Context: an optimization exercise on an open-source flow, tuned for small area and a short achievable clock period. The choices shown serve that exercise and are no tape-out recipe.
Where RTL was checked, it was by simulation tests only, not by an equivalence proof against the original.
No functional check of the RTL was part of runs 1 and 2.
No activity file was given, so power comes from the tool's default toggle rates.

File: flow/run.sh
#!/bin/bash
# The standard layout (the standard.sh, unchanged synthesis and steps),
# with two changes:
#  - the port buffers that global placement inserts on every input and output
#    are sky130_fd_sc_hd__buf_2 instead of the default clkdlybuf4s50_1 delay
#    cell;
#  - clock tree synthesis inserts no dummy load cells, and builds the tree
#    from small clock buffers.
set -euo pipefail
export BUFFER_PORTS_ARGS="-buffer_cell sky130_fd_sc_hd__buf_2"
export CTS_ARGS="-sink_clustering_enable -repair_clock_nets -dont_use_dummy_load -root_buf sky130_fd_sc_hd__clkbuf_16 -buf_list {sky130_fd_sc_hd__clkbuf_2}"
bash standard.sh > standard.log 2>&1
File: standard.sh
#!/bin/bash
# synth_recipe.tcl (not shown) runs the flow's synth.tcl, then flattens the netlist and writes it again
# the make line also repeats each setting of config.mk as NAME=value (left out here)
make -C /OpenROAD-flow-scripts/flow DESIGN_CONFIG=/design/flow/config.mk WORK_HOME=/design/flow/orfs CLKGATE_MAP_FILE= SYNTH_SCRIPT=/design/flow/synth_recipe.tcl "${@:-finish}"
File: config.mk
export PLATFORM = sky130hd
export DESIGN_NAME = Processor_with_Power_Gating
export DESIGN_NICKNAME = Processor_with_Power_Gating
export VERILOG_FILES = /design/flow/design.v
export SDC_FILE = /design/flow/constraint.sdc
export NUM_CORES = 4
export LEC_CHECK = 0
export CAP_MARGIN = 20
export CORE_MARGIN = 2
export CORE_UTILIZATION = 40
export SLEW_MARGIN = 20
File: constraint.sdc
create_clock -name core_clock -period 90.0 [get_ports {clk}]
set_input_delay 18.0000 -clock core_clock [delete_from_list [all_inputs] [get_ports {clk}]]
set_output_delay 18.0000 -clock core_clock [all_outputs]
set_load 0.01 [all_outputs]
File: design.v
module pg_ctrl(
    input  wire clk,
    input  wire reset,
    input  wire active,
    output reg  idle_detect,
    output reg  power_gated,
    output wire clk_en
);
    assign clk_en = ~power_gated;
    reg [2:0] idle_counter;
    always @(posedge clk or posedge reset) begin
        if (reset) begin
            idle_counter <= 3'd0;
            idle_detect  <= 1'b0;
            power_gated  <= 1'b0;
        end else if (active) begin
            idle_counter <= 3'd0;
            idle_detect  <= 1'b0;
            power_gated  <= 1'b0;
        end else begin
            if (idle_counter != 3'd7)
                idle_counter <= idle_counter + 3'd1;
            if (idle_counter >= 3'd5)
                idle_detect <= 1'b1;
            if (idle_counter == 3'd7)
                power_gated <= 1'b1;
        end
    end
endmodule
module ALU_with_power_gating(
    input  wire clk,
    input  wire reset,
    input  wire [3:0] A,
    input  wire [3:0] B,
    input  wire [2:0] opcode,
    output reg  [3:0] result,
    output wire idle_detect,
    output wire power_gated,
    output wire clk_en
);
    reg [3:0] prev_A, prev_B;
    reg [2:0] prev_opcode;
    reg [3:0] alu_out;
    wire activity_detected = (A != prev_A) || (B != prev_B) || (opcode != prev_opcode);
    wire [3:0] g  = A & B;           
    wire [3:0] t  = A | B;           
    wire [3:0] gb = ~A & B;          
    wire [3:0] tb = ~A | B;          
    wire [3:0] x  = A ^ B;
    wire [3:0] c, bw;
    assign c[0]  = 1'b0;
    assign c[1]  = g[0];
    assign c[2]  = g[1] | (t[1] & g[0]);
    assign c[3]  = g[2] | (t[2] & g[1]) | (t[2] & t[1] & g[0]);
    assign bw[0] = 1'b0;
    assign bw[1] = gb[0];
    assign bw[2] = gb[1] | (tb[1] & gb[0]);
    assign bw[3] = gb[2] | (tb[2] & gb[1]) | (tb[2] & tb[1] & gb[0]);
    always @(*) begin
        case (opcode)
            3'b000: alu_out = x ^ c;               
            3'b001: alu_out = x ^ bw;              
            3'b010: alu_out = g;
            3'b011: alu_out = t;
            3'b100: alu_out = x;
            3'b101: alu_out = ~A;
            3'b110: alu_out = {A[2:0], 1'b0};
            default: alu_out = {1'b0, A[3:1]};
        endcase
    end
    always @(posedge clk or posedge reset) begin
        if (reset) begin
            prev_A      <= 4'b0000;
            prev_B      <= 4'b0000;
            prev_opcode <= 3'b000;
            result      <= 4'b0000;
        end else begin
            prev_A      <= A;
            prev_B      <= B;
            prev_opcode <= opcode;
            result      <= alu_out;
        end
    end
    pg_ctrl ctrl (
        .clk(clk), .reset(reset), .active(activity_detected),
        .idle_detect(idle_detect), .power_gated(power_gated), .clk_en(clk_en)
    );
endmodule
module Memory_with_power_gating(
    input  wire clk,
    input  wire reset,
    input  wire [3:0] addr,
    input  wire [7:0] data_in,
    input  wire write_en,
    input  wire req_valid,
    output reg  [7:0] data_out,
    output wire idle_detect,
    output wire power_gated,
    output wire clk_en
);
    reg [7:0]  mem [0:15];
    reg [15:0] valid;
    reg [3:0] prev_addr;
    reg [7:0] prev_data_in;
    reg       prev_write_en;
    wire activity_detected = req_valid || (addr != prev_addr) ||
                             (data_in != prev_data_in) || (write_en != prev_write_en);
    wire [3:0] lo   = 4'd1 << addr[1:0];
    wire [3:0] hi   = 4'd1 << addr[3:2];
    wire       wr   = req_valid & write_en;
    wire       rd   = req_valid & ~write_en;
    wire [3:0] hi_w = hi & {4{wr}};
    wire [3:0] hi_r = hi & {4{rd}};
    wire [15:0] we_w, rd_sel;
    genvar w;
    generate
        for (w = 0; w < 16; w = w + 1) begin : word
            assign we_w[w]   = lo[w % 4] & hi_w[w / 4];
            assign rd_sel[w] = lo[w % 4] & hi_r[w / 4] & valid[w];
        end
    endgenerate
    reg  [7:0]  data_out_next;
    integer j;
    always @(*) begin
        data_out_next = ({8{wr}} & data_in) | ({8{~req_valid}} & data_out);
        for (j = 0; j < 16; j = j + 1)
            data_out_next = data_out_next | (mem[j] & {8{rd_sel[j]}});
    end
    integer m;
    always @(posedge clk) begin
        for (m = 0; m < 16; m = m + 1)
            if (we_w[m])
                mem[m] <= data_in;
    end
    always @(posedge clk or posedge reset) begin
        if (reset) begin
            data_out      <= 8'd0;
            valid         <= 16'd0;
            prev_addr     <= 4'd0;
            prev_data_in  <= 8'd0;
            prev_write_en <= 1'b0;
        end else begin
            data_out <= data_out_next;
            valid <= valid | we_w;
            prev_addr     <= addr;
            prev_data_in  <= data_in;
            prev_write_en <= write_en;
        end
    end
    pg_ctrl ctrl (
        .clk(clk), .reset(reset), .active(activity_detected),
        .idle_detect(idle_detect), .power_gated(power_gated), .clk_en(clk_en)
    );
endmodule
module IO_with_power_gating(
    input  wire clk,
    input  wire reset,
    input  wire [7:0] io_in,
    input  wire write_en,
    input  wire read_request,
    output reg  [7:0] io_out,
    output wire idle_detect,
    output wire power_gated,
    output wire clk_en
);
    reg [7:0] prev_io_in;
    wire activity_detected = write_en || read_request || (io_in != prev_io_in);
    always @(posedge clk or posedge reset) begin
        if (reset) begin
            io_out     <= 8'b00000000;
            prev_io_in <= 8'b00000000;
        end else begin
            if (write_en)
                io_out <= io_in;
            prev_io_in <= io_in;
        end
    end
    pg_ctrl ctrl (
        .clk(clk), .reset(reset), .active(activity_detected),
        .idle_detect(idle_detect), .power_gated(power_gated), .clk_en(clk_en)
    );
endmodule
module pmc_rca #(parameter W = 8) (
    input  wire [W-1:0] a,
    input  wire [W-1:0] b,
    input  wire         ci,
    output wire [W-1:0] s,
    output wire         co
);
    wire [W:0] c;
    assign c[0] = ci;
    genvar i;
    generate
        for (i = 0; i < W; i = i + 1) begin : bit_
            assign s[i]   = a[i] ^ b[i] ^ c[i];
            assign c[i+1] = (a[i] & b[i]) | (a[i] & c[i]) | (b[i] & c[i]);
        end
    endgenerate
    assign co = c[W];
endmodule
module pmc_div_step(
    input  wire [8:0] p,
    input  wire [7:0] tneg,
    output wire       q,
    output wire [7:0] r
);
    wire [7:0] s;
    wire       co;
    pmc_rca #(8) sub (.a(p[7:0]), .b(tneg), .ci(1'b0), .s(s), .co(co));
    assign q = p[8] | co;
    assign r = q ? s : p[7:0];
endmodule
module Power_Management_Controller(
    input  wire clk,
    input  wire reset,
    input  wire alu_idle,
    input  wire mem_idle,
    input  wire io_idle,
    input  wire alu_power_gated,
    input  wire mem_power_gated,
    input  wire io_power_gated,
    output reg  system_power_save_mode,
    output wire [1:0] active_modules_count,
    output wire [7:0] power_efficiency_metric
);
    reg  [7:0]  total_neg;
    reg  [12:0] gated25;
    reg  [6:0]  metric;
    reg  [1:0]  gated_units;
    assign active_modules_count = ~gated_units;
    assign power_efficiency_metric = {1'b0, metric};
    wire [7:0]  total_neg_next = (total_neg != 8'd1) ? total_neg - 8'd1 : total_neg;
    wire [12:0] gated25_next   = (system_power_save_mode && gated25 != 13'd6375) ?
                                 gated25 + 13'd25 : gated25;
    reg  [7:0]  div_r;
    reg  [2:0]  div_q;
    wire [14:0] num_next = {gated25_next, 2'b00};
    wire [8:0]  p6 = num_next[14:6];
    wire        q6, q5, q4;
    wire [7:0]  r6, r5, r4;
    pmc_div_step st6 (.p(p6),                 .tneg(total_neg_next), .q(q6), .r(r6));
    pmc_div_step st5 (.p({r6, num_next[5]}),  .tneg(total_neg_next), .q(q5), .r(r5));
    pmc_div_step st4 (.p({r5, num_next[4]}),  .tneg(total_neg_next), .q(q4), .r(r4));
    wire [14:0] num = {gated25, 2'b00};
    wire        q3, q2, q1, q0;
    wire [7:0]  r3, r2, r1, r0;
    pmc_div_step st3 (.p({div_r, num[3]}), .tneg(total_neg), .q(q3), .r(r3));
    pmc_div_step st2 (.p({r3, num[2]}),    .tneg(total_neg), .q(q2), .r(r2));
    pmc_div_step st1 (.p({r2, num[1]}),    .tneg(total_neg), .q(q1), .r(r1));
    pmc_div_step st0 (.p({r1, num[0]}),    .tneg(total_neg), .q(q0), .r(r0));
    always @(posedge clk or posedge reset) begin
        if (reset) begin
            system_power_save_mode <= 1'b0;
            gated_units            <= 2'b00;
            metric                 <= 7'd0;
            total_neg              <= 8'h00;
            gated25                <= 13'd0;
            div_r                  <= 8'd0;
            div_q                  <= 3'd0;
        end else begin
            total_neg <= total_neg_next;
            gated25   <= gated25_next;
            gated_units <= {1'b0, alu_power_gated} + {1'b0, mem_power_gated} + {1'b0, io_power_gated};
            system_power_save_mode <= alu_power_gated & mem_power_gated & io_power_gated;
            div_r  <= r4;
            div_q  <= {q6, q5, q4};
            metric <= {div_q, q3, q2, q1, q0};
        end
    end
endmodule
module Processor_with_Power_Gating(
    input  wire clk,
    input  wire reset,
    input  wire [3:0] alu_a,
    input  wire [3:0] alu_b,
    input  wire [2:0] alu_opcode,
    output wire [3:0] alu_result,
    input  wire [3:0] mem_addr,
    input  wire [7:0] mem_data_in,
    input  wire mem_write_en,
    input  wire mem_req_valid,
    output wire [7:0] mem_data_out,
    input  wire [7:0] io_in,
    input  wire io_write_en,
    input  wire io_read_request,
    output wire [7:0] io_out,
    output wire alu_idle,
    output wire mem_idle,
    output wire io_idle,
    output wire alu_power_gated,
    output wire mem_power_gated,
    output wire io_power_gated,
    output wire system_power_save_mode,
    output wire [1:0] active_modules_count,
    output wire [7:0] power_efficiency_metric,
    output wire alu_clk_en,
    output wire mem_clk_en,
    output wire io_clk_en
);
    ALU_with_power_gating alu_inst (
        .clk(clk),
        .reset(reset),
        .A(alu_a),
        .B(alu_b),
        .opcode(alu_opcode),
        .result(alu_result),
        .idle_detect(alu_idle),
        .power_gated(alu_power_gated),
        .clk_en(alu_clk_en)
    );
    Memory_with_power_gating mem_inst (
        .clk(clk),
        .reset(reset),
        .addr(mem_addr),
        .data_in(mem_data_in),
        .write_en(mem_write_en),
        .req_valid(mem_req_valid),
        .data_out(mem_data_out),
        .idle_detect(mem_idle),
        .power_gated(mem_power_gated),
        .clk_en(mem_clk_en)
    );
    IO_with_power_gating io_inst (
        .clk(clk),
        .reset(reset),
        .io_in(io_in),
        .write_en(io_write_en),
        .read_request(io_read_request),
        .io_out(io_out),
        .idle_detect(io_idle),
        .power_gated(io_power_gated),
        .clk_en(io_clk_en)
    );
    Power_Management_Controller pmc_inst (
        .clk(clk),
        .reset(reset),
        .alu_idle(alu_idle),
        .mem_idle(mem_idle),
        .io_idle(io_idle),
        .alu_power_gated(alu_power_gated),
        .mem_power_gated(mem_power_gated),
        .io_power_gated(io_power_gated),
        .system_power_save_mode(system_power_save_mode),
        .active_modules_count(active_modules_count),
        .power_efficiency_metric(power_efficiency_metric)
    );
endmodule
==> run_results.csv, run 1 <==
group,metric,value,unit
logic_synthesis,async_reset_ff_share,49.4,%
global_route,grt_antenna_before_repair,1,
logic_synthesis,synth_area_per_cell,13.3,µm²
critical_path,start_kind,"primary input",
placed_design,dp_worst_setup_slack,69.84,ns
route,drtAntennaViolNets,0,
logic_synthesis,synth_cell_types,63,
placed_design,io_buffers,75,
logic_synthesis,synthCells,884,
critical_path,path_cells,"buf_2, and2_1, or3b_2, nor2_1",
critical_path,r2r-end,"pmc_inst.div_r[6]$_DFF_PP0_",
critical_path,worstPathMaxFanout,12,
cells_and_area,fin_util,45.2,%
sta,worst_pin_slew,1.16,ns
route,vias_per_cell,5.48,
min_path,worstHoldPathType,"flip-flop to flip-flop",
route,vias,7563,
global_route,grt_max_degree,71,
outcome,outcome,"timing/DRC/antenna clean",
clock_tree,cts_resized,0,
logic_synthesis,ys_warn_count,6,
critical_path,cp_slowest_stage_delay,0.61,ns
pwr,ir_worst_vdd,0.0103,mV
min_path,hold_depth,0,
min_path,min-delay-start,"pmc_inst.div_q[0]$_DFF_PP0_",
route,first_pass_iters,6,
critical_path,worstPathRequired,90.11,ns
logic_synthesis,syn-cell-area,11800,µm²
critical_path,r2r_setup_slack,76.75,ns
pwr,power.density,16.8,nW/µm²
route,drc,0,
global_route,grt_pass1_wl,45100,µm
cells_and_area,nets,1108,
cells_and_area,area_delta_synth_final,10.6,%
sta,slew_headroom,22.2,%
logic_synthesis,synth_edf_count,128,
run,cap_violations,0,
sta,rsz0062_at_grt,"no",
critical_path,worstSetupPathType,"primary input to flip-flop",
global_route,grt_pass1_vias,7753,
clock_tree,holdBufCountCts,0,
sta,max_clock_freq,50.8,MHz
clock_tree,path_clk_slew,0.09,ns
floorplan,fp.dieW,176,µm
sta,setup_viol,0,
critical_path,critPathArrivalTime,19.81,ns
sta,finalWorstSetupSlack,70.30,ns
sta,holdWs,0.341,ns
logic_synthesis,ys.flop_type,"edfxtp_1",
sta,min_period_over_period,21.9,%
clock_tree,htree_levels,3,
floorplan,rows,62,
pwr,total_power,0.220,mW
clock_tree,insertion_delay,0.52,ns
floorplan,coreArea,28900,µm²
placed_design,hpwl,19800,µm
floorplan,die_height,176,µm
route,dr.first_iter.drc_count,847,
pwr,p_leak,5.49,nW
cells_and_area,layout-drive-gt1-share,20.0,%
critical_path,crit_slowest_cell,"nor2_1",
floorplan,die-area,30900,µm²
sta,finalSetupTns,0,ns
floorplan,io_pins,77,
logic_synthesis,ys_seq_elements,253,
min_path,hold_end,"pmc_inst.metric[4]$_DFF_PP0_",
sta,hold_viol_final,0,
critical_path,r2r_start,"pmc_inst.gated25[10]$_DFF_PP0_",
global_route,grt_usage,19.2,%
logic_synthesis,ys_seq_area_share,59.1,%
clock_tree,postCtsSetupBuffers,0,
clock_tree,cts_tree,"built",
route,routed_wl,28700,µm
clock_tree,clock-sinks,253,
global_route,gr-total-overflow,0,
sta,drv_slew,0,
floorplan,initial_utilization,40.9,%
route,wire_per_inst,20.8,µm
critical_path,cp-end-kind,"flip-flop",
clock_tree,cts-root-buf,"clkbuf_16",
sta,skew,0.0557,ns
clock_tree,cts.path.max_buffers,3,
placed_design,routabilityCongestion,0.912,
critical_path,reg2reg_depth,42,
sta,min_period,19.70,ns
clock_tree,cts-buffers-inserted,68,
[metal layers]
layer	part of all wire [%]	track usage [%]
met1	43	26.6
met2	45	28.6
met3	8.8	5.11
met4	3.3	7.99
met5	0	0
[synthesized netlist by cell type, types with 3 or more instances]
master,n,area (µm²)
a22o_1,12,105
xor2_1,29,254
dfrtp_1,125,3130
o21a_1,4,30.0
nand3_1,11,55.1
xnor2_1,25,219
and3_1,24,150
o21ai_0,18,90.1
or3_1,3,18.8
fa_1,41,821
buf_6,3,33.8
inv_1,74,278
nor4b_1,4,35.0
mux2_2,23,259
a22oi_1,25,188
mux2i_1,20,200
a211oi_1,4,30.0
nor4_1,9,56.3
a221oi_1,18,158
nor2_1,58,218
a222oi_1,16,160
nand4_1,13,81.3
nand2_1,24,90.1
nand2b_1,4,25.0
a21oi_1,21,105
edfxtp_1,128,3840
nor2b_1,11,68.8
nor3_1,13,65.1
ha_1,32,400
clkbuf_1,25,93.8
a311oi_1,3,26.3
or2_2,20,125
nand3b_1,4,30.0
[cells by family after synthesis]
group / synth area share [%]
buffers and inverters: 3.71
flip-flops: 59.1
XOR/XNOR: 4.01
adder cells (fa/ha/maj): 10.5
multiplexers: 4.34
AO/OA/AOI/OAI: 8.81
AND/OR/NAND/NOR: 9.51
other: 0.0318
[critical path: cells and delay by family]
kind,cells,cell delay (ns)
AND/OR/NAND/NOR,3,1.64
buffers and inverters,1,0.17
[state kept, by name, indices dropped and copies added, names as in the netlist, 3 cells and up]
name	cells
alu_inst.ctrl.idle_counter	3
alu_inst.prev_A	4
alu_inst.prev_B	4
alu_inst.prev_opcode	3
alu_inst.result	4
io_inst.ctrl.idle_counter	3
io_inst.io_out	8
io_inst.prev_io_in	8
mem_inst.ctrl.idle_counter	3
mem_inst.data_out	8
mem_inst.mem	128
mem_inst.prev_addr	4
mem_inst.prev_data_in	8
mem_inst.valid	16
pmc_inst.div_q	3
pmc_inst.div_r	8
pmc_inst.gated25	13
pmc_inst.metric	7
pmc_inst.total_neg	8
[layout by cell type, fill, tap and decap left out, types with 11 or more instances in the layout]
master / n
a21oi_1: 21
inv_1: 73
nand3_1: 11
mux2i_1: 20
or2_2: 20
clkbuf_2: 59
a22o_1: 12
xor2_1: 29
mux2_2: 23
nor2_1: 58
a22oi_1: 25
nand4_1: 13
buf_2: 75
nand2_1: 24
nor3_1: 13
o21ai_0: 18
nor2b_1: 11
a221oi_1: 18
edfxtp_1: 128
dfrtp_1: 125
and3_1: 24
fa_1: 41
a222oi_1: 16
xnor2_1: 25
ha_1: 32
[final cells by class]
class | instances | area [µm²]
tap | 384 | 480
clock buffer | 68 | 520
sequential | 253 | 6970
timing repair buffer | 78 | 398
fill | 2682 | 15800
antenna | 1 | 2.50
inverter | 74 | 283
multi-input combinational | 523 | 4390
[power by group]
group	switching [mW]	internal [mW]
Combinational	0.00808	0.00527
Clock	0.0427	0.0353
Sequential	0.00252	0.126
Total	0.0533	0.166
[stage by stage]
step,area (µm²),instances
after floorplan,11800,884
after global placement,12500,1312
after detailed placement,12500,1312
after CTS,13000,1380
after global routing,13000,1381
final,13000,1381
[worst max path at each step]
stage / from / to / slack (ns) / depth (start not counted)
global placement: mem_write_en / mem_inst.mem[3][2]$_DFFE_PP_ / 69.91 / 4
CTS: mem_write_en / mem_inst.mem[3][2]$_DFFE_PP_ / 70.36 / 4
detailed placement: mem_write_en / mem_inst.mem[3][2]$_DFFE_PP_ / 69.84 / 4
finish: mem_write_en / mem_inst.mem[1][2]$_DFFE_PP_ / 70.30 / 4
floorplan: reset / alu_inst.ctrl.idle_counter[0]$_DFFE_PP0P_ / 68.67 / 1
global route: mem_write_en / mem_inst.mem[3][2]$_DFFE_PP_ / 70.24 / 4
==> inputs of run 2 (changes only) <==
--- a/flow/run.sh
+++ b/flow/run.sh
@@ -10,3 +10,4 @@
 export BUFFER_PORTS_ARGS="-buffer_cell sky130_fd_sc_hd__buf_2"
 export CTS_ARGS="-sink_clustering_enable -repair_clock_nets -dont_use_dummy_load -root_buf sky130_fd_sc_hd__clkbuf_16 -buf_list {sky130_fd_sc_hd__clkbuf_2}"
+export SETUP_SLACK_MARGIN=70.75
 bash standard.sh > standard.log 2>&1
==> run 2 against run 1 <==
Still clean. Combinational power increased by 7%. Non-clock buffer count increased by 2. Cell count increased by 0.22%. Largest cell class unchanged. Clock power about the same. Worst hold slack got worse by 0.0023 ns. Core utilization increased by 1.0 points. Synthesized area unchanged. Global-route usage about the same. Sequential share of layout area decreased by 1.2 points. Sequential power about the same. Synthesized cell count unchanged.
==> run_results.csv, run 2 <==
group,metric,value,unit
sta,slew_headroom,38.6,%
sta,min_period,19.26,ns
pwr,p_leak,5.53,nW
logic_synthesis,ys_top_cells_by_count,"edfxtp_1 (128), dfrtp_1 (125), inv_1 (74)",
cells_and_area,final_cell_mix,"edfxtp_1 (128), dfrtp_1 (124), buf_2 (74)",
critical_path,cp_slowest_stage_delay,0.51,ns
min_path,worstHoldPathType,"flip-flop to flip-flop",
cells_and_area,fin_util,46.2,%
route,vias_per_cell,5.52,
pwr,ir_worst_vdd,0.00890,mV
logic_synthesis,synth_cell_types,63,
logic_synthesis,ys_seq_area_share,59.1,%
clock_tree,clock-sinks,253,
route,routed_wl,28300,µm
clock_tree,insertion_delay,0.50,ns
logic_synthesis,async_reset_ff_share,49.4,%
global_route,grt_max_degree,79,
critical_path,start_kind,"primary input",
logic_synthesis,ys_warn_count,6,
placed_design,place_area,12700,µm²
route,wire_per_inst,20.5,µm
logic_synthesis,ys_seq_elements,253,
sta,hold_viol_final,0,
logic_synthesis,yosysTopAreaCell,"edfxtp_1",
placed_design,hpwl,19600,µm
route,vias,7642,
cells_and_area,area_delta_synth_final,13.1,%
floorplan,die-area,30900,µm²
cells_and_area,fin_area,13300,µm²
cells_and_area,nets,1112,
critical_path,crit_slowest_cell,"nor2_2",
clock_tree,path_clk_slew,0.09,ns
placed_design,routabilityCongestion,0.915,
clock_tree,htree_levels,3,
logic_synthesis,syn-cell-area,11800,µm²
sta,drv_slew,0,
route,drc,0,
floorplan,initial_utilization,40.9,%
sta,min_period_over_period,21.4,%
route,dr.first_iter.drc_count,852,
sta,setup_viol,0,
critical_path,worstPathMaxFanout,12,
floorplan,rows,62,
logic_synthesis,synth_area_leaders,"edfxtp_1 (33%), dfrtp_1 (27%), fa_1 (7.0%), ha_1 (3.4%), inv_1 (2.4%)",
floorplan,io_pins,77,
logic_synthesis,synthCells,884,
global_route,grt_pass1_vias,7870,
global_route,gr-total-overflow,0,
sta,rsz0062_at_grt,"yes",
clock_tree,cts_tree,"built",
cells_and_area,reg_top3,"mem_inst.mem x128, mem_inst.valid x16, pmc_inst.gated25 x13",
floorplan,die_height,176,µm
route,first_pass_iters,7,
clock_tree,cts.path.max_buffers,3,
cells_and_area,regMostFlops,"mem_inst.mem",
logic_synthesis,synth_top_area_share,32.6,%
global_route,grt_pass1_wl,45300,µm
cells_and_area,num-fill-cells,2661,
critical_path,worstSetupPathType,"primary input to flip-flop",
run,cap_violations,0,
sta,holdWs,0.339,ns
critical_path,critPathArrivalTime,19.38,ns
placed_design,io_buffers,75,
critical_path,worstPathRequired,90.12,ns
outcome,outcome,"timing/DRC/antenna clean",
logic_synthesis,synth_edf_count,128,
logic_synthesis,synth_area_per_cell,13.3,µm²
critical_path,path_cells,"clkbuf_4, and2_2, nand3b_1, nor2_2",
cells_and_area,largest_reg_flops,128,
floorplan,fp.dieW,176,µm
sta,finalSetupTns,0,ns
sta,max_clock_freq,51.9,MHz
route,drtAntennaViolNets,0,
cells_and_area,n_antenna_cell,0,
clock_tree,cts-root-buf,"clkbuf_16",
pwr,power.density,16.5,nW/µm²
clock_tree,holdBufCountCts,0,
sta,worst_pin_slew,0.908,ns
cells_and_area,layout_commonest_cell,"edfxtp_1",
sta,skew,0.0648,ns
floorplan,coreArea,28900,µm²
critical_path,cp-end-kind,"flip-flop",
clock_tree,cts-buffers-inserted,70,
logic_synthesis,ys.flop_type,"edfxtp_1",
global_route,grt_antenna_before_repair,0,
cells_and_area,layout-drive-gt1-share,25.4,%
logic_synthesis,post-synth-top-count-cell,"edfxtp_1",
global_route,grt_usage,19.2,%
-- run 2: worst max-delay path, delay by kind of cell --
| kind | cells | cell delay [ns] |
|---|---|---|
| AND/OR/NAND/NOR | 3 | 1.18 |
| buffers and inverters | 1 | 0.19 |
-- run 2: metal layers --
layer	GRT usage, %	wire (µm)	part of all wire [%]
met3	4.81	2640	9.3
met1	27.2	12300	43
met4	7.37	916	3.2
met2	28.7	12500	44
met5	0	0	0
-- run 2: final timing paths --
kind                                                 start                             to  slack, ns  cells after the start
max                                           mem_write_en  mem_inst.mem[10][3]$_DFFE_PP_      70.74                      4
min                            pmc_inst.div_q[2]$_DFF_PP0_   pmc_inst.metric[6]$_DFF_PP0_       0.34                      0
max reg2reg                pmc_inst.total_neg[2]$_DFF_PP0_    pmc_inst.div_r[7]$_DFF_PP0_      76.80                     43
min reg2reg                    pmc_inst.div_q[2]$_DFF_PP0_   pmc_inst.metric[6]$_DFF_PP0_       0.34                      0
max in group asynchronous                            reset   mem_inst.valid[15]$_DFF_PP0_      71.12                      4
min in group asynchronous                            reset   pmc_inst.metric[6]$_DFF_PP0_      17.70                      3
-- run 2: stage by stage --
step                      std cells  power [mW]  worst slack (ns)
after floorplan                 884       0.138             70.46
after global placement         1312       0.145             70.09
after detailed placement       1312       0.145             70.03
after CTS                      1382       0.224             70.76
after global routing           1384       0.231             70.72
final                          1384       0.221             70.74
-- run 2: kinds of logic (layout without fill, tap and decap cells) --
| group | after synthesis | after routing | share of synthesized area, % |
|---|---|---|---|
| flops | 253 | 253 | 59.1 |
| simple gates | 210 | 210 | 9.51 |
| compound gates | 137 | 137 | 8.81 |
| buf+inv | 108 | 224 | 3.71 |
| fa+ha+maj | 75 | 75 | 10.5 |
| xor+xnor | 54 | 54 | 4.01 |
| mux | 46 | 46 | 4.34 |
| other cells | 1 | 1 | 0.0318 |
-- run 2: report_power, final --
group,switching (mW),internal [mW],leakage [nW],total [mW]
clock,0.0419,0.0358,0.364,0.0778
combinational,0.00873,0.00572,2.45,0.0144
sequential,0.00265,0.126,2.72,0.128
total,0.0533,0.167,5.53,0.221
-- run 2: cell type report --
cell class                 count  area [µm²]  area share (%)
sequential                   253        6970            52.3
inverter                      74         289            2.17
tap                          384         480            3.60
multi-input combinational    523        4650            34.8
timing repair buffer          80         419            3.14
clock buffer                  70         531            3.98
-- run 2: repair_timing --
item                       4_1_cts  5_1_grt
resized for setup                7       16
setup buffers                    0        2
setup endpoints to repair      152       65
==> inputs of run 3 (changes only) <==
--- a/design.v
+++ b/design.v
@@ -9,4 +9,5 @@
     assign clk_en = ~power_gated;
     reg [2:0] idle_counter;
+    wire [2:0] count_next = (idle_counter == 3'd7) ? 3'd7 : idle_counter + 3'd1;
     always @(posedge clk or posedge reset) begin
         if (reset) begin
@@ -14,15 +15,8 @@
             idle_detect  <= 1'b0;
             power_gated  <= 1'b0;
-        end else if (active) begin
-            idle_counter <= 3'd0;
-            idle_detect  <= 1'b0;
-            power_gated  <= 1'b0;
         end else begin
-            if (idle_counter != 3'd7)
-                idle_counter <= idle_counter + 3'd1;
-            if (idle_counter >= 3'd5)
-                idle_detect <= 1'b1;
-            if (idle_counter == 3'd7)
-                power_gated <= 1'b1;
+            idle_counter <= active ? 3'd0 : count_next;
+            idle_detect  <= ~active & (idle_counter >= 3'd5);
+            power_gated  <= ~active & (idle_counter == 3'd7);
         end
     end
@@ -57,14 +51,14 @@
     assign bw[2] = gb[1] | (tb[1] & gb[0]);
     assign bw[3] = gb[2] | (tb[2] & gb[1]) | (tb[2] & tb[1] & gb[0]);
+    wire [3:0] arith = x ^ (opcode[0] ? bw : c);
+    wire [3:0] logic_r = opcode[0] ? t : g;
+    wire [3:0] shift = opcode[0] ? {1'b0, A[3:1]} : {A[2:0], 1'b0};
+    wire [3:0] unary = opcode[0] ? ~A : x;
     always @(*) begin
-        case (opcode)
-            3'b000: alu_out = x ^ c;               
-            3'b001: alu_out = x ^ bw;              
-            3'b010: alu_out = g;
-            3'b011: alu_out = t;
-            3'b100: alu_out = x;
-            3'b101: alu_out = ~A;
-            3'b110: alu_out = {A[2:0], 1'b0};
-            default: alu_out = {1'b0, A[3:1]};
+        case (opcode[2:1])
+            2'b00: alu_out = arith;
+            2'b01: alu_out = logic_r;
+            2'b10: alu_out = unary;
+            default: alu_out = shift;
         endcase
     end
--- a/flow/run.sh
+++ b/flow/run.sh
@@ -10,4 +10,3 @@
 export BUFFER_PORTS_ARGS="-buffer_cell sky130_fd_sc_hd__buf_2"
 export CTS_ARGS="-sink_clustering_enable -repair_clock_nets -dont_use_dummy_load -root_buf sky130_fd_sc_hd__clkbuf_16 -buf_list {sky130_fd_sc_hd__clkbuf_2}"
-export SETUP_SLACK_MARGIN=70.75
 bash standard.sh > standard.log 2>&1
--- a/config.mk
+++ b/config.mk
@@ -10,2 +10,3 @@
 export CORE_UTILIZATION = 40
 export SLEW_MARGIN = 20
+export SYNTH_HIERARCHICAL = 1
==> run 3 against run 2 <==
Still clean. Combinational power rose by 32%. Non-clock buffer count fell by 1. Synthesized cell count rose by 7.8%. Clock-buffer cell count did not move. Maximum frequency fell by 2.6%. Global-route usage fell by 1.5 points. Clock skew fell by 0.0051 ns. Worst hold slack improved by 0.012 ns. Critical path depth rose by 2. Sequential share of layout area fell by 1.6 points. Routed wire length fell by 1.7%. Largest cell class unchanged.
==> run_results.csv, run 3 <==
group,metric,value,unit
outcome,outcome,"timing/DRC/antenna clean",
placed_design,hpwl,19200,µm
route,first_pass_iters,7,
critical_path,crit_slowest_cell,"buf_2",
floorplan,initial_utilization,40.7,%
cells_and_area,n_antenna_cell,0,
floorplan,die_height,181,µm
clock_tree,htree_levels,3,
global_route,grt_max_degree,49,
cells_and_area,area_delta_synth_final,10.3,%
critical_path,cp-end-kind,"flip-flop",
placed_design,place_area,13200,µm²
clock_tree,postCtsSetupBuffers,0,
placed_design,dp_cells,1400,
route,drtAntennaViolNets,0,
critical_path,cp_slowest_stage_delay,0.70,ns
global_route,grt_usage,17.7,%
clock_tree,cts-root-buf,"clkbuf_16",
cells_and_area,final_cell_mix,"edfxtp_1 (128), dfrtp_1 (125), inv_1 (107)",
clock_tree,insertion_delay,0.50,ns
floorplan,io_pins,77,
cells_and_area,fin_util,44.8,%
cells_and_area,reg_top3,"mem_inst.mem x128, mem_inst.valid x16, pmc_inst.gated25 x13",
sta,max_clock_freq,50.6,MHz
cells_and_area,layout_commonest_cell,"edfxtp_1",
sta,hold_viol_final,0,
route,drc,0,
run,cap_violations,0,
global_route,grt_antenna_before_repair,0,
sta,min_period,19.77,ns
sta,worst_pin_slew,0.939,ns
sta,drv_slew,0,
clock_tree,path_clk_slew,0.07,ns
route,wire_per_inst,19.0,µm
cells_and_area,fin_area,13800,µm²
route,vias_per_cell,5.38,
clock_tree,holdBufCountCts,0,
clock_tree,cts_tree,"built",
critical_path,worstPathMaxFanout,48,
min_path,worstHoldPathType,"flip-flop to flip-flop",
sta,finalSetupTns,0,ns
pwr,p_leak,5.85,nW
floorplan,die-area,32600,µm²
clock_tree,cts.path.max_buffers,3,
critical_path,path_delay_family,"simple AND/OR/NAND/NOR gates",
critical_path,worstPathRequired,90.34,ns
critical_path,path_cells,"buf_2, nor2_1, and3_1, a31oi_1, o221ai_1, or3_1",
pwr,power.density,16.5,nW/µm²
clock_tree,cts_resized,0,
sta,slew_headroom,37.4,%
route,dr.first_iter.drc_count,635,
pwr,ir_worst_vdd,0.0101,mV
sta,min_period_over_period,22.0,%
critical_path,crit_buf_inv,1,
cells_and_area,largest_reg_flops,128,
global_route,grt_pass1_wl,45600,µm
floorplan,rows,64,
placed_design,io_buffers,75,
cells_and_area,nets,1192,
logic_synthesis,ys_warn_count,12,
route,vias,7915,
critical_path,critPathArrivalTime,20.10,ns
floorplan,coreArea,30700,µm²
placed_design,routabilityCongestion,0.927,
sta,rsz0062_at_grt,"no",
logic_synthesis,synth_area_per_cell,13.1,µm²
floorplan,fp.dieW,181,µm
cells_and_area,regMostFlops,"mem_inst.mem",
logic_synthesis,syn-cell-area,12500,µm²
global_route,gr-total-overflow,0,
route,routed_wl,27900,µm
sta,skew,0.0596,ns
critical_path,worstSetupPathType,"primary input to flip-flop",
cells_and_area,final_cells,1470,
cells_and_area,layout-drive-gt1-share,22.5,%
clock_tree,cts-buffers-inserted,70,
clock_tree,clock-sinks,253,
sta,setup_viol,0,
global_route,grt_pass1_vias,8301,
critical_path,start_kind,"primary input",
logic_synthesis,synthCells,953,
## run 3: cell types whose count changed in the layout (fill, tap and decap cells not counted), sizes merged, moves of 12 or more
cell	change
a22oi	-17
nor3	+13
nor2	-17
mux2	+35
xnor2	-12
nand3	+23
inv	+35
mux2i	-14
a32oi	+20
a222oi	-12
fa	+16
## run 3: layout make-up
class,count,area (µm²)
fillers,2878,16900
flip-flops and latches,253,6970
multi-input cells,564,4950
clock buffers,70,531
well taps,396,495
repair buffers,79,405
inverters,108,405
## run 3: path summary, 6_finish.rpt
kind / start / end / slack [ns] / depth (start not counted)
max: mem_addr[1] / mem_inst.data_out[2]$_DFF_PP0_ / 70.23 / 6
max reg2reg: pmc_inst.total_neg[0]$_DFF_PP0_ / pmc_inst.metric[0]$_DFF_PP0_ / 76.41 / 47
min reg2reg: pmc_inst.div_q[2]$_DFF_PP0_ / pmc_inst.metric[6]$_DFF_PP0_ / 0.35 / 0
max in group asynchronous: reset / pmc_inst.div_q[2]$_DFF_PP0_ / 71.61 / 2
min in group asynchronous: reset / alu_inst.ctrl.idle_counter[2]$_DFF_PP0_ / 17.49 / 2
min: pmc_inst.div_q[2]$_DFF_PP0_ / pmc_inst.metric[6]$_DFF_PP0_ / 0.35 / 0
## run 3: report_power, final
group / switching (mW) / total, mW / internal [mW]
sequential: 0.00421 / 0.130 / 0.126
combinational: 0.0116 / 0.0190 / 0.00740
clock: 0.0426 / 0.0784 / 0.0359
total: 0.0584 / 0.227 / 0.169
## run 3: metal layers
metal / wire (µm) / up-vias / track usage (%)
met5: 0 / - / 0
met4: 703 / 0 / 6.06
met3: 1950 / 64 / 4.55
met2: 13000 / 302 / 27.3
met1: 12200 / 3941 / 24.4
li1: - / 3608 / -
## run 3: through the flow
step / setup WS (ns) / hold WS, ns / power [mW]
final: 70.23 / 0.351 / 0.227
after global routing: 70.09 / 0.373 / 0.240
after CTS: 70.29 / 0.355 / 0.231
after detailed placement: 69.79 / 0.336 / 0.151
after global placement: 69.87 / 0.335 / 0.151
after floorplan: 70.09 / 0.331 / 0.143
==> inputs of run 4 (changes only) <==
--- a/config.mk
+++ b/config.mk
@@ -10,3 +10,2 @@
 export CORE_UTILIZATION = 40
 export SLEW_MARGIN = 20
-export SYNTH_HIERARCHICAL = 1
==> run 4 against run 3 <==
Still clean. Via count fell by 5.9%. Die area is 6.0% lower. Clock-buffer cell count fell by 9. Clock skew down 0.020 ns. Cell area is 6.5% lower. Non-clock buffer count shrank 1. Clock power shrank 14%. Core utilization is 0.15 points lower. Combinational power is 29% lower. Critical path type unchanged. Largest cell class unchanged. Largest power group unchanged.
==> run_results.csv, run 4 <==
group,metric,value,unit
outcome,outcome,"timing/DRC/antenna clean",
clock_tree,htree_levels,2,
floorplan,die-area,30700,µm²
critical_path,worstSetupPathType,"primary input to flip-flop",
cells_and_area,fin_area,12900,µm²
sta,min_period,19.72,ns
cells_and_area,final_cell_mix,"edfxtp_1 (128), dfrtp_1 (125), buf_2 (75)",
cells_and_area,reg_top3,"mem_inst.mem x128, mem_inst.valid x16, pmc_inst.gated25 x13",
critical_path,critPathArrivalTime,19.82,ns
route,wire_per_inst,20.4,µm
run,cap_violations,0,
clock_tree,cts.path.max_buffers,3,
logic_synthesis,yosysTopAreaCell,"edfxtp_1",
logic_synthesis,ys.flop_type,"edfxtp_1",
pwr,power.density,16.3,nW/µm²
critical_path,path_cells,"buf_2, and2_1, or3b_2, nor2_1",
clock_tree,path_clk_slew,0.07,ns
sta,min_period_over_period,21.9,%
sta,max_clock_freq,50.7,MHz
placed_design,routabilityCongestion,0.962,
sta,worst_pin_slew,1.11,ns
logic_synthesis,syn-cell-area,11700,µm²
placed_design,io_buffers,75,
logic_synthesis,ys_seq_area_share,59.5,%
logic_synthesis,synth_area_leaders,"edfxtp_1 (33%), dfrtp_1 (27%), fa_1 (7.0%), ha_1 (3.1%), inv_1 (2.4%)",
logic_synthesis,synthCells,878,
route,vias_per_cell,5.45,
logic_synthesis,async_reset_ff_share,49.4,%
floorplan,rows,62,
cells_and_area,n_antenna_cell,0,
global_route,grt_pass1_vias,7730,
cells_and_area,layout_commonest_cell,"edfxtp_1",
sta,slew_headroom,26.0,%
logic_synthesis,ys_seq_elements,253,
logic_synthesis,ys_top_cells_by_count,"edfxtp_1 (128), dfrtp_1 (125), inv_1 (74)",
clock_tree,clock-sinks,253,
critical_path,crit_buf_inv,1,
critical_path,worstPathMaxFanout,12,
floorplan,fp.dieW,175,µm
logic_synthesis,ys_warn_count,6,
route,vias,7450,
cells_and_area,nets,1093,
global_route,gr-total-overflow,0,
cells_and_area,multi_input_area,4320,µm²
critical_path,cp-endpoint,"mem_inst.mem[0][2]$_DFFE_PP_",
sta,hold_viol_final,0,
sta,rsz0062_at_grt,"no",
logic_synthesis,synth_area_per_cell,13.3,µm²
min_path,worstHoldPathType,"flip-flop to flip-flop",
cells_and_area,regMostFlops,"mem_inst.mem",
cells_and_area,regArea,6970,µm²
cells_and_area,layout-drive-gt1-share,19.7,%
sta,finalSetupTns,0,ns
route,first_pass_iters,6,
critical_path,path_depth,4,
floorplan,die_height,175,µm
logic_synthesis,post-synth-top-count-cell,"edfxtp_1",
sta,drv_slew,0,
clock_tree,holdBufCountCts,0,
critical_path,reg2reg_depth,39,
floorplan,io_pins,77,
floorplan,coreArea,28800,µm²
critical_path,worstPathRequired,90.10,ns
placed_design,place_area,12500,µm²
clock_tree,cts_tree,"built",
global_route,grt_antenna_before_repair,0,
critical_path,crit_start,"mem_write_en",
sta,setup_viol,0,
global_route,grt_max_degree,82,
route,drtAntennaViolNets,0,
critical_path,start_kind,"primary input",
pwr,ir_worst_vdd,0.00833,mV
placed_design,hpwl,19400,µm
critical_path,r2r-end,"pmc_inst.div_r[7]$_DFF_PP0_",
global_route,grt_usage,18.9,%
cells_and_area,largest_reg_flops,128,
cells_and_area,num-fill-cells,2615,
route,drc,0,
clock_tree,postCtsSetupBuffers,0,
route,dr.first_iter.drc_count,656,
clock_tree,cts-root-buf,"clkbuf_16",
cells_and_area,area_delta_synth_final,9.85,%
logic_synthesis,synth_edf_count,128,
floorplan,initial_utilization,40.7,%
sta,skew,0.0397,ns
logic_synthesis,synth_cell_types,67,
global_route,grt_pass1_wl,44500,µm
critical_path,cp_slowest_stage_delay,0.63,ns
logic_synthesis,synth_top_area_share,32.8,%
critical_path,crit_slowest_cell,"nor2_1",
clock_tree,insertion_delay,0.48,ns
critical_path,cp-end-kind,"flip-flop",
critical_path,path_delay_family,"simple AND/OR/NAND/NOR gates",
route,routed_wl,28000,µm
clock_tree,cts_resized,0,
critical_path,r2r_setup_slack,77.44,ns
clock_tree,cts-buffers-inserted,61,
critical_path,r2r_start,"pmc_inst.total_neg[2]$_DFF_PP0_",
pwr,p_leak,5.43,nW
[run 4: cell count changes in the layout (fill, tap and decap cells not counted), sizes merged, moves of 10 or more]
cell and delta:
fa -16, a22oi +25, a32oi -21, nand3 -21, nor2 +24, mux2 -39, nor3 -16, and3 +10
conb -10, a222oi +12, inv -33
[run 4: how the worst min path moves through the flow]
stage,slack (ns),startpoint,to,depth (start not counted)
finish,0.35,pmc_inst.div_q[0]$_DFF_PP0_,pmc_inst.metric[4]$_DFF_PP0_,0
global route,0.36,pmc_inst.div_q[0]$_DFF_PP0_,pmc_inst.metric[4]$_DFF_PP0_,0
CTS,0.36,pmc_inst.div_q[0]$_DFF_PP0_,pmc_inst.metric[4]$_DFF_PP0_,0
detailed placement,0.34,pmc_inst.div_q[0]$_DFF_PP0_,pmc_inst.metric[4]$_DFF_PP0_,0
global placement,0.33,pmc_inst.div_q[0]$_DFF_PP0_,pmc_inst.metric[4]$_DFF_PP0_,0
floorplan,0.33,pmc_inst.div_q[0]$_DFF_PP0_,pmc_inst.metric[4]$_DFF_PP0_,0
[run 4: final cells by class]
class | instances | area share [%]
Sequential cell | 253 | 54.2
Tap cell | 384 | 3.74
Timing Repair Buffer | 78 | 3.09
Inverter | 76 | 2.26
Clock buffer | 61 | 3.15
Multi-Input combinational cell | 516 | 33.6
[run 4: metal layers]
metal	wire length, µm	vias up	track usage, %
li1	-	3364	-
met1	12400	3682	26.1
met2	12800	333	29.8
met3	1980	71	3.83
met4	835	0	6.91
met5	0	-	0
[run 4: through the flow]
stage | worst slack (ns) | hold WS (ns) | total power [mW] | instances | util, %
6_report | 70.28 | 0.352 | 0.209 | 1368 | 44.7
3_3_place_gp | 69.86 | 0.334 | 0.144 | 1307 | 43.3
2_1_floorplan | 68.67 | 0.331 | 0.137 | 878 | -
4_1_cts | 70.35 | 0.357 | 0.212 | 1368 | 44.7
3_5_place_dp | 69.86 | 0.341 | 0.144 | 1307 | 43.3
5_1_grt | 70.24 | 0.360 | 0.219 | 1368 | 44.7
[run 4: power breakdown]
group / internal (mW) / switching, mW
Clock: 0.0266 / 0.0409
Sequential: 0.126 / 0.00243
Combinational: 0.00524 / 0.00828
[run 4: cells by family after synthesis]
| group | Yosys count | synth area share [%] |
|---|---|---|
| flip-flops | 253 | 59.5 |
| AND/OR/NAND/NOR | 218 | 9.84 |
| XOR/XNOR | 53 | 3.96 |
| other | 1 | 0.0320 |
| multiplexers | 37 | 3.77 |
| buffers and inverters | 109 | 3.59 |
| AO/OA/AOI/OAI | 136 | 9.07 |
| adder cells (fa/ha/maj) | 71 | 10.2 |
==> inputs of run 5 (changes only) <==
--- a/config.mk
+++ b/config.mk
@@ -8,4 +8,4 @@
 export CAP_MARGIN = 20
 export CORE_MARGIN = 2
-export CORE_UTILIZATION = 40
+export CORE_UTILIZATION = 65
 export SLEW_MARGIN = 20
==> run 5 against run 4 <==
Clock skew up 0.0047 ns. Global-route usage is 10 points higher. Die area is 38% lower. Core utilization is 26 points higher. Setup slack better by 0.056 ns. Cell count is 11% lower. Sequential power is essentially flat. Sequential share of layout area grew 0.84 points. Critical path type unchanged. Highest routed layer unchanged.
==> run_results.csv, run 5 <==
group,metric,value,unit
sta,hold_viol_final,0,
pwr,ir_worst_vdd,0.0127,mV
cells_and_area,layout_commonest_cell,"edfxtp_1",
critical_path,crit_slowest_cell,"nor2_1",
route,drc,0,
floorplan,initial_utilization,65.6,%
route,vias_per_cell,6.32,
global_route,grt_pass1_wl,43400,µm
sta,rsz0062_at_grt,"no",
logic_synthesis,async_reset_ff_share,49.4,%
run,cap_violations,0,
critical_path,r2r_start,"pmc_inst.total_neg[2]$_DFF_PP0_",
placed_design,io_buffers,75,
global_route,grt_pass1_vias,7959,
logic_synthesis,ys_seq_elements,253,
logic_synthesis,yosysTopAreaCell,"edfxtp_1",
cells_and_area,reg_top3,"mem_inst.mem x128, mem_inst.valid x16, pmc_inst.gated25 x13",
sta,drv_slew,0,
critical_path,worstPathRequired,90.10,ns
cells_and_area,largest_reg_flops,128,
critical_path,crit_buf_inv,1,
pwr,comb_power_share,6.6,%
logic_synthesis,synth_edf_count,128,
global_route,grt_max_degree,81,
critical_path,path_delay_family,"simple AND/OR/NAND/NOR gates",
pwr,p_sw_share,24.0,%
clock_tree,path_clk_slew,0.10,ns
clock_tree,postCtsSetupBuffers,0,
cells_and_area,regArea,6970,µm²
floorplan,die_height,138,µm
global_route,grt_antenna_before_repair,0,
pwr,switching_power,0.0495,mW
critical_path,crit_start,"mem_write_en",
pwr,p_clk_share,31.6,%
pwr,p_leak,5.43,nW
sta,slew_headroom,31.8,%
floorplan,io_pins,77,
route,wire_per_inst,22.4,µm
cells_and_area,regMostFlops,"mem_inst.mem",
clock_tree,insertion_delay,0.48,ns
placed_design,routabilityCongestion,0.991,
route,dr.first_iter.drc_count,729,
route,vias,7654,
floorplan,rows,49,
sta,skew,0.0444,ns
clock_tree,htree_levels,2,
logic_synthesis,ys.flop_type,"edfxtp_1",
clock_tree,cts-root-buf,"clkbuf_16",
pwr,power.internal,0.157,mW
route,routed_wl,27100,µm
sta,min_period,19.66,ns
sta,min_period_over_period,21.8,%
clock_tree,cts_tree,"built",
route,first_pass_iters,12,
pwr,power.density,16.3,nW/µm²
floorplan,coreArea,17800,µm²
critical_path,start_kind,"primary input",
clock_tree,clock-sinks,253,
clock_tree,cts_resized,0,
logic_synthesis,ys_top_cells_by_count,"edfxtp_1 (128), dfrtp_1 (125), inv_1 (74)",
critical_path,cp_slowest_stage_delay,0.57,ns
global_route,grt_usage,29.3,%
sta,setup_viol,0,
pwr,p_seq_share,61.9,%
sta,worst_pin_slew,1.02,ns
logic_synthesis,synthCells,878,
floorplan,fp.dieW,138,µm
global_route,gr-total-overflow,0,
sta,max_clock_freq,50.9,MHz
cells_and_area,layout-drive-gt1-share,19.6,%
clock_tree,holdBufCountCts,0,
logic_synthesis,synth_cell_types,67,
sta,finalSetupTns,0,ns
clock_tree,cts-buffers-inserted,59,
min_path,min-delay-start,"pmc_inst.div_q[2]$_DFF_PP0_",
critical_path,worstPathMaxFanout,12,
cells_and_area,n_antenna_cell,0,
min_path,worstHoldPathType,"flip-flop to flip-flop",
logic_synthesis,post-synth-top-count-cell,"edfxtp_1",
logic_synthesis,synth_area_leaders,"edfxtp_1 (33%), dfrtp_1 (27%), fa_1 (7.0%), ha_1 (3.1%), inv_1 (2.4%)",
cells_and_area,area_delta_synth_final,8.18,%
critical_path,r2r_setup_slack,77.56,ns
route,drtAntennaViolNets,0,
logic_synthesis,syn-cell-area,11700,µm²
cells_and_area,multi_input_area,4320,µm²
critical_path,critPathArrivalTime,19.76,ns
cells_and_area,final_cell_mix,"edfxtp_1 (128), dfrtp_1 (125), buf_2 (75)",
critical_path,cp-end-kind,"flip-flop",
logic_synthesis,synth_area_per_cell,13.3,µm²
floorplan,die-area,19100,µm²
clock_tree,cts.path.max_buffers,3,
sta,holdWs,0.354,ns
logic_synthesis,ys_seq_area_share,59.5,%
logic_synthesis,synth_top_area_share,32.8,%
cells_and_area,nets,1092,
critical_path,worstSetupPathType,"primary input to flip-flop",
cells_and_area,num-fill-cells,1227,
logic_synthesis,ys_warn_count,6,
critical_path,path_cells,"buf_2, and2_1, or3b_2, nor2_1",
placed_design,hpwl,19100,µm
outcome,outcome,"timing/DRC/antenna clean",
==> run 5: changes by cell type in the layout (fill, tap and decap cells not counted), sizes merged <==
cell and delta:
buf +1, clkbuf -2
==> run 5: cells by family after synthesis <==
logic type / after synthesis / share of synthesized area, %
mux: 37 / 3.77
fa+ha+maj: 71 / 10.2
flops: 253 / 59.5
simple gates: 218 / 9.84
other cells: 1 / 0.0320
compound gates: 136 / 9.07
xor+xnor: 53 / 3.96
buf+inv: 109 / 3.59
==> run 5: layout make-up <==
| class | count | area share, % |
|---|---|---|
| Sequential cell | 253 | 55.0 |
| Multi-Input combinational cell | 516 | 34.1 |
| Timing Repair Buffer | 79 | 3.23 |
| Clock buffer | 59 | 3.12 |
| Inverter | 76 | 2.27 |
| Tap cell | 229 | 2.26 |
==> run 5: final timing paths <==
path | end | cells after the start
worst max-delay path | mem_inst.mem[3][2]$_DFFE_PP_ | 4
worst min-delay path | pmc_inst.metric[6]$_DFF_PP0_ | 0
worst max register to register | pmc_inst.div_r[4]$_DFF_PP0_ | 39
worst min register to register | pmc_inst.metric[6]$_DFF_PP0_ | 0
max in group asynchronous | pmc_inst.div_r[5]$_DFF_PP0_ | 3
min in group asynchronous | pmc_inst.metric[6]$_DFF_PP0_ | 2
==> run 5: routing by layer <==
metal | part of all wire [%] | global-route usage, %
met3 | 10 | 6.75
met5 | 0 | 0
met1 | 42 | 43.3
met4 | 2.8 | 9.29
met2 | 46 | 44.3
==> run 5: worst reg2reg max path, delay by kind of cell (launching register included) <==
family                   cells  cell delay (ns)
AO/OA/AOI/OAI                2             0.26
XOR/XNOR                     1             0.25
adder cells (fa/ha/maj)     22             8.02
buffers and inverters        5             0.48
flip-flops                   1             0.52
multiplexers                 4             1.31
AND/OR/NAND/NOR              5             1.45
==> run 5: power by group through the flow <==
stage               clock (mW)  combinational, mW  sequential (mW)
floorplan                    0            0.00750            0.130
global placement             0             0.0131            0.130
detailed placement           0             0.0135            0.130
CTS                     0.0665             0.0136            0.128
global route            0.0709             0.0150            0.128
finish                  0.0652             0.0135            0.128
==> run 5: metrics by stage <==
step           total power [mW]  cell area, µm²  setup slack, ns  utilization [%]  std cells
4_1_cts                   0.208           12700            70.39             71.0       1212
6_report                  0.206           12700            70.34             71.0       1212
3_3_place_gp              0.143           12300            69.97             68.8       1153
3_5_place_dp              0.144           12300            69.89             68.8       1153
2_1_floorplan             0.137           11700            68.67                -        878
5_1_grt                   0.214           12700            70.26             71.0       1212
==> inputs of run 6 (changes only) <==
--- a/flow/run.sh
+++ b/flow/run.sh
@@ -8,5 +8,5 @@
 #    from small clock buffers.
 set -euo pipefail
-export BUFFER_PORTS_ARGS="-buffer_cell sky130_fd_sc_hd__buf_2"
+export BUFFER_PORTS_ARGS="-buffer_cell sky130_fd_sc_hd__buf_1"
 export CTS_ARGS="-sink_clustering_enable -repair_clock_nets -dont_use_dummy_load -root_buf sky130_fd_sc_hd__clkbuf_16 -buf_list {sky130_fd_sc_hd__clkbuf_2}"
 bash standard.sh > standard.log 2>&1
--- a/config.mk
+++ b/config.mk
@@ -8,4 +8,4 @@
 export CAP_MARGIN = 20
 export CORE_MARGIN = 2
-export CORE_UTILIZATION = 65
+export CORE_UTILIZATION = 40
 export SLEW_MARGIN = 20
==> run 6 against run 5 <==
Synthesized area unchanged. Maximum frequency down 1.5%. Routed wire length up 3.3%. Total power up 5.5%. Clock power up 17%. Die area up 60%. First-iteration DRC count down 12%. Sequential share of layout area down 1.2 points.
==> run_results.csv, run 6 <==
group,metric,value,unit
sta,min_period_over_period,22.2,%
clock_tree,cts_resized,0,
clock_tree,clock-sinks,253,
logic_synthesis,synth_edf_count,128,
logic_synthesis,ys_warn_count,6,
logic_synthesis,synth_area_per_cell,13.3,µm²
cells_and_area,final_cell_mix,"edfxtp_1 (128), dfrtp_1 (125), buf_1 (75)",
clock_tree,cts_tree,"built",
clock_tree,cts-buffers-inserted,67,
sta,hold_viol_final,0,
logic_synthesis,yosysTopAreaCell,"edfxtp_1",
placed_design,io_buffers,75,
sta,max_clock_freq,50.1,MHz
logic_synthesis,syn-cell-area,11700,µm²
floorplan,initial_utilization,40.7,%
min_path,min-delay-start,"pmc_inst.div_q[1]$_DFF_PP0_",
critical_path,cp_slowest_stage_delay,0.79,ns
global_route,grt_usage,19.1,%
pwr,power.internal,0.166,mW
logic_synthesis,synth_cell_types,67,
critical_path,worstSetupPathType,"primary input to flip-flop",
sta,worst_pin_slew,1.16,ns
clock_tree,insertion_delay,0.50,ns
logic_synthesis,synth_top_area_share,32.8,%
cells_and_area,n_antenna_cell,0,
global_route,grt_pass1_wl,44600,µm
pwr,ir_worst_vdd,0.00867,mV
cells_and_area,fin_area,12900,µm²
sta,setup_viol,0,
floorplan,die-area,30700,µm²
cells_and_area,fin_util,45.0,%
pwr,total_power,0.218,mW
route,vias,7519,
clock_tree,cts-root-buf,"clkbuf_16",
critical_path,crit_start,"mem_req_valid",
critical_path,start_kind,"primary input",
clock_tree,path_clk_slew,0.10,ns
cells_and_area,final_cells,1382,
critical_path,path_cells,"buf_1, clkinv_1, nor4_1, and3_1, a22o_1, a221oi_1, and3_1, nand4_1",
logic_synthesis,ys_top_cells_by_count,"edfxtp_1 (128), dfrtp_1 (125), inv_1 (74)",
logic_synthesis,ys.flop_type,"edfxtp_1",
pwr,comb_power_share,6.1,%
critical_path,critPathArrivalTime,20.40,ns
placed_design,dp_worst_setup_slack,69.66,ns
floorplan,die_height,175,µm
min_path,worstHoldPathType,"flip-flop to flip-flop",
floorplan,rows,62,
critical_path,crit_slowest_cell,"nor4_1",
sta,drv_slew,0,
route,vias_per_cell,5.44,
clock_tree,cts.path.max_buffers,3,
critical_path,worstPathMaxFanout,9,
route,routed_wl,28100,µm
sta,min_period,19.96,ns
logic_synthesis,post-synth-top-count-cell,"edfxtp_1",
route,first_pass_iters,6,
pwr,p_sw_share,24.0,%
pwr,switching_power,0.0522,mW
sta,slew_headroom,22.3,%
cells_and_area,regMostFlops,"mem_inst.mem",
clock_tree,postCtsSetupBuffers,0,
placed_design,routabilityCongestion,0.954,
cells_and_area,layout-drive-gt1-share,13.3,%
sta,skew,0.0443,ns
logic_synthesis,ys_seq_area_share,59.5,%
route,dr.first_iter.drc_count,638,
cells_and_area,regArea,6970,µm²
cells_and_area,layout_commonest_cell,"edfxtp_1",
placed_design,hpwl,19700,µm
logic_synthesis,async_reset_ff_share,49.4,%
global_route,grt_antenna_before_repair,0,
route,drc,0,
clock_tree,holdBufCountCts,0,
run,cap_violations,0,
cells_and_area,reg_top3,"mem_inst.mem x128, mem_inst.valid x16, pmc_inst.gated25 x13",
logic_synthesis,synth_area_leaders,"edfxtp_1 (33%), dfrtp_1 (27%), fa_1 (7.0%), ha_1 (3.1%), inv_1 (2.4%)",
route,drtAntennaViolNets,0,
cells_and_area,largest_reg_flops,128,
sta,finalSetupTns,0,ns
pwr,p_clk_share,35.0,%
route,wire_per_inst,20.3,µm
cells_and_area,num-fill-cells,2648,
floorplan,fp.dieW,175,µm
sta,holdWs,0.358,ns
logic_synthesis,ys_seq_elements,253,
floorplan,coreArea,28800,µm²
cells_and_area,nets,1107,
cells_and_area,multi_input_area,4320,µm²
floorplan,io_pins,77,
critical_path,crit_top_cell,"and3_1",
pwr,p_seq_share,58.9,%
global_route,grt_pass1_vias,7868,
cells_and_area,area_delta_synth_final,10.5,%
sta,finalWorstSetupSlack,70.04,ns
logic_synthesis,synthCells,878,
global_route,gr-total-overflow,0,
critical_path,worstPathRequired,90.44,ns
global_route,grt_max_degree,75,
pwr,power.density,16.8,nW/µm²
placed_design,dp_cells,1315,
placed_design,place_area,12400,µm²
clock_tree,htree_levels,3,
outcome,outcome,"timing/DRC/antenna clean",
critical_path,r2r_start,"pmc_inst.total_neg[2]$_DFF_PP0_",
sta,rsz0062_at_grt,"no",
critical_path,cp-end-kind,"flip-flop",
pwr,p_leak,5.30,nW
-- run 6: worst paths after layout --
kind	end	slack [ns]	depth (start not counted)
hold / removal	pmc_inst.metric[5]$_DFF_PP0_	0.36	0
hold reg to reg	pmc_inst.metric[5]$_DFF_PP0_	0.36	0
setup / recovery	mem_inst.data_out[5]$_DFF_PP0_	70.04	8
min in group asynchronous	alu_inst.ctrl.idle_detect$_DFF_PP0_	17.64	2
max in group asynchronous	pmc_inst.gated25[12]$_DFF_PP0_	71.11	3
setup reg to reg	pmc_inst.div_r[7]$_DFF_PP0_	77.51	39
-- run 6: area by class of cell --
class	instances	share of cell area (%)
Multi-Input combinational cell	516	33.4
Sequential cell	253	53.9
Inverter	76	2.24
Tap cell	384	3.71
Clock buffer	67	3.98
Timing Repair Buffer	86	2.81
-- run 6: kinds of logic (layout without fill, tap and decap cells) --
| logic type | count (synthesis) | count (layout) | share of synthesized area [%] |
|---|---|---|---|
| AO/OA/AOI/OAI | 136 | 136 | 9.07 |
| other | 1 | 1 | 0.0320 |
| buffers and inverters | 109 | 229 | 3.59 |
| multiplexers | 37 | 37 | 3.77 |
| adder cells (fa/ha/maj) | 71 | 71 | 10.2 |
| AND/OR/NAND/NOR | 218 | 218 | 9.84 |
| flip-flops | 253 | 253 | 59.5 |
| XOR/XNOR | 53 | 53 | 3.96 |
-- run 6: critical path: cells and delay by family --
kind	cells	cell delay [ns]
compound gates	2	0.25
simple gates	4	1.57
buf+inv	2	0.57
-- run 6: metal layers --
| metal | vias to the layer above | GRT usage (%) | part of all wire [%] | routed length, µm |
|---|---|---|---|---|
| met4 | 0 | 7.64 | 2.7 | 771 |
| met1 | 3714 | 26.0 | 44 | 12300 |
| li1 | 3405 | - | - | - |
| met2 | 341 | 30.0 | 46 | 13000 |
| met3 | 59 | 3.87 | 7.2 | 2020 |
| met5 | - | 0 | 0 | 0 |
-- run 6: power by group through the flow --
stage	sequential, mW	combinational [mW]	clock, mW
final	0.128	0.0132	0.0762
after global routing	0.129	0.0148	0.0851
after CTS	0.128	0.0135	0.0800
after detailed placement	0.131	0.0135	0
after global placement	0.131	0.0131	0
after floorplan	0.130	0.00750	0
==> inputs of run 7 (changes only) <==
--- a/flow/run.sh
+++ b/flow/run.sh
@@ -8,5 +8,5 @@
 #    from small clock buffers.
 set -euo pipefail
-export BUFFER_PORTS_ARGS="-buffer_cell sky130_fd_sc_hd__buf_1"
-export CTS_ARGS="-sink_clustering_enable -repair_clock_nets -dont_use_dummy_load -root_buf sky130_fd_sc_hd__clkbuf_16 -buf_list {sky130_fd_sc_hd__clkbuf_2}"
+export BUFFER_PORTS_ARGS="-buffer_cell sky130_fd_sc_hd__buf_2"
+export CTS_ARGS="-sink_clustering_enable -repair_clock_nets -dont_use_dummy_load -root_buf sky130_fd_sc_hd__clkbuf_16 -buf_list {sky130_fd_sc_hd__clkbuf_4} -sink_clustering_size 12"
 bash standard.sh > standard.log 2>&1
==> run 7 against run 6 <==
Largest cell class unchanged. Clock skew decreased by 0.0042 ns. Register-to-register slack got worse by 0.13 ns. Clock power increased by 17%. Routed wire length decreased by 0.17%. Critical endpoint is now mem_inst.data_out[3]$_DFF_PP0_. Worst hold slack got worse by 0.015 ns. Sequential cell count unchanged. Setup slack improved by 0.26 ns. Cell count decreased by 0.58%. Clock-buffer cell count unchanged. Maximum frequency increased by 1.3%. Highest routed layer unchanged. Synthesized area unchanged. Sequential power about the same.
==> run_results.csv, run 7 <==
group,metric,value,unit
clock_tree,cts-buffers-inserted,67,
floorplan,coreArea,28800,µm²
floorplan,io_pins,77,
global_route,grt_usage,19.2,%
run,cap_violations,0,
critical_path,crit_start,"mem_req_valid",
outcome,outcome,"timing/DRC/antenna clean",
logic_synthesis,ys.flop_type,"edfxtp_1",
global_route,grt_antenna_before_repair,0,
route,drtAntennaViolNets,0,
clock_tree,cts.path.max_buffers,3,
logic_synthesis,synth_area_leaders,"edfxtp_1 (33%), dfrtp_1 (27%), fa_1 (7.0%), ha_1 (3.1%), inv_1 (2.4%)",
sta,rsz0062_at_grt,"no",
cells_and_area,largest_reg_flops,128,
critical_path,r2r_start,"pmc_inst.total_neg[2]$_DFF_PP0_",
route,vias,7495,
critical_path,start_kind,"primary input",
clock_tree,cts_tree,"built",
route,vias_per_cell,5.45,
sta,setup_viol,0,
pwr,power.internal,0.178,mW
logic_synthesis,ys_warn_count,6,
logic_synthesis,synth_top_area_share,32.8,%
route,routed.top_layer,"met4",
placed_design,routabilityCongestion,0.962,
logic_synthesis,ys_seq_elements,253,
critical_path,worstPathMaxFanout,9,
pwr,total_power,0.231,mW
cells_and_area,final_cells,1374,
floorplan,die-area,30700,µm²
cells_and_area,layout_commonest_cell,"edfxtp_1",
logic_synthesis,ys_top_cells_by_count,"edfxtp_1 (128), dfrtp_1 (125), inv_1 (74)",
critical_path,worstPathRequired,90.43,ns
logic_synthesis,synth_cell_types,67,
logic_synthesis,yosysTopAreaCell,"edfxtp_1",
sta,min_period_over_period,21.9,%
min_path,worstHoldPathType,"flip-flop to flip-flop",
placed_design,io_buffers,75,
sta,max_clock_freq,50.8,MHz
route,routed_wl,28000,µm
logic_synthesis,syn-cell-area,11700,µm²
min_path,hold_depth,0,
critical_path,cp-end-kind,"flip-flop",
placed_design,hpwl,19400,µm
logic_synthesis,synthCells,878,
sta,drv_slew,0,
logic_synthesis,async_reset_ff_share,49.4,%
cells_and_area,multi_input_area,4320,µm²
sta,finalWorstSetupSlack,70.30,ns
cells_and_area,regArea,6970,µm²
clock_tree,postCtsSetupBuffers,0,
route,dr.first_iter.drc_count,595,
global_route,grt_pass1_vias,7758,
route,first_pass_iters,6,
clock_tree,holdBufCountCts,0,
global_route,grt_max_degree,82,
sta,finalSetupTns,0,ns
clock_tree,cts-root-buf,"clkbuf_16",
route,wire_per_inst,20.4,µm
floorplan,fp.dieW,175,µm
clock_tree,insertion_delay,0.49,ns
pwr,comb_power_share,5.8,%
clock_tree,clock-sinks,253,
sta,slew_headroom,23.6,%
cells_and_area,layout-drive-gt1-share,20.2,%
sta,min_period,19.70,ns
cells_and_area,nets,1099,
pwr,p_clk_share,38.7,%
placed_design,dp_cells,1307,
global_route,grt_pass1_wl,44800,µm
run 7: cell counts after synthesis:
Identical to the previous run, type by type.
run 7: through the flow:
stage / utilization (%) / area (µm²)
final: 45.6 / 13100
after global routing: 45.6 / 13100
after CTS: 45.6 / 13100
after detailed placement: 43.3 / 12500
after global placement: 43.3 / 12500
after floorplan: - / 11700
run 7: critical path, cell delays in order:
cell and delay [ns]:
buf_2 0.15, clkinv_1 0.31, nor4_1 0.65, and3_1 0.48
a22o_1 0.19, a221oi_1 0.05, and3_1 0.21, nand4_1 0.08
run 7: layout make-up:
| class | instances | share of cell area [%] |
|---|---|---|
| Tap cell | 384 | 3.66 |
| Multi-Input combinational cell | 516 | 32.9 |
| Inverter | 76 | 2.21 |
| Clock buffer | 67 | 5.04 |
| Sequential cell | 253 | 53.1 |
| Timing Repair Buffer | 78 | 3.03 |
run 7: power groups by stage:
stage               combinational, mW  sequential, mW  clock (mW)
finish                         0.0135           0.128      0.0895
global route                   0.0151           0.129      0.0989
CTS                            0.0137           0.128      0.0925
detailed placement             0.0138           0.130           0
global placement               0.0135           0.131           0
floorplan                     0.00750           0.130           0
run 7: kinds of logic (layout without fill, tap and decap cells):
group / Yosys count / count (layout) / share of synthesized area (%)
simple gates: 218 / 218 / 9.84
flops: 253 / 253 / 59.5
compound gates: 136 / 136 / 9.07
other cells: 1 / 1 / 0.0320
buf+inv: 109 / 221 / 3.59
mux: 37 / 37 / 3.77
xor+xnor: 53 / 53 / 3.96
fa+ha+maj: 71 / 71 / 10.2
run 7: final timing paths:
path                                                             to  slack (ns)
worst max-delay path                 mem_inst.data_out[3]$_DFF_PP0_       70.30
worst min-delay path                   pmc_inst.metric[5]$_DFF_PP0_        0.34
worst max register to register          pmc_inst.div_r[7]$_DFF_PP0_       77.38
worst min register to register         pmc_inst.metric[5]$_DFF_PP0_        0.34
max in group asynchronous              pmc_inst.metric[0]$_DFF_PP0_       71.20
min in group asynchronous       mem_inst.ctrl.power_gated$_DFF_PP0_       17.66
run 7: layer usage:
metal,global-route usage [%],vias to the layer above
met4,7.71,0
met2,29.8,357
li1,-,3389
met3,3.85,67
met1,26.5,3682
met5,0,-

## afterwards: timing with drivers on the ports
How much do the figures lean on ideal ports? The routed layouts below were timed once more, with nothing changed but the port constraints. Step 1 sets driving cells, clkbuf_16 on the clock port and buf_2 on the other inputs (assumed; they add their load-dependent delay and slew). Step 2 adds t to the input delays and takes it off the output delays; t is the mean of the earliest and latest rising clock arrival at the registers after step 1. Input paths then give back, and output paths get back, about the clock's delay inside the block. a / b / c = no drivers / after step 1 / after step 2; a / b = the first two.
run	shift t [ns]	setup slack, ns	worst slew at a driven data input, ns
run 1	0.528	70.298 / 70.320 / 69.793	0.03
run 2	0.516	70.743 / 70.768 / 70.252	0.04
run 3	0.523	70.231 / 70.230 / 69.707	0.06
run 4	0.514	70.285 / 70.307 / 69.793	0.06
run 5	0.517	70.341 / 70.361 / 69.844	0.04
run 6	0.525	70.042 / 70.068 / 69.543	0.06
run 7	0.522	70.300 / 70.322 / 69.801	0.06
After both steps setup and hold are still met in every run listed. For run 3, which loses most, drivers alone change the setup slack by -0.001 ns; drivers and shift together by -0.524 ns.
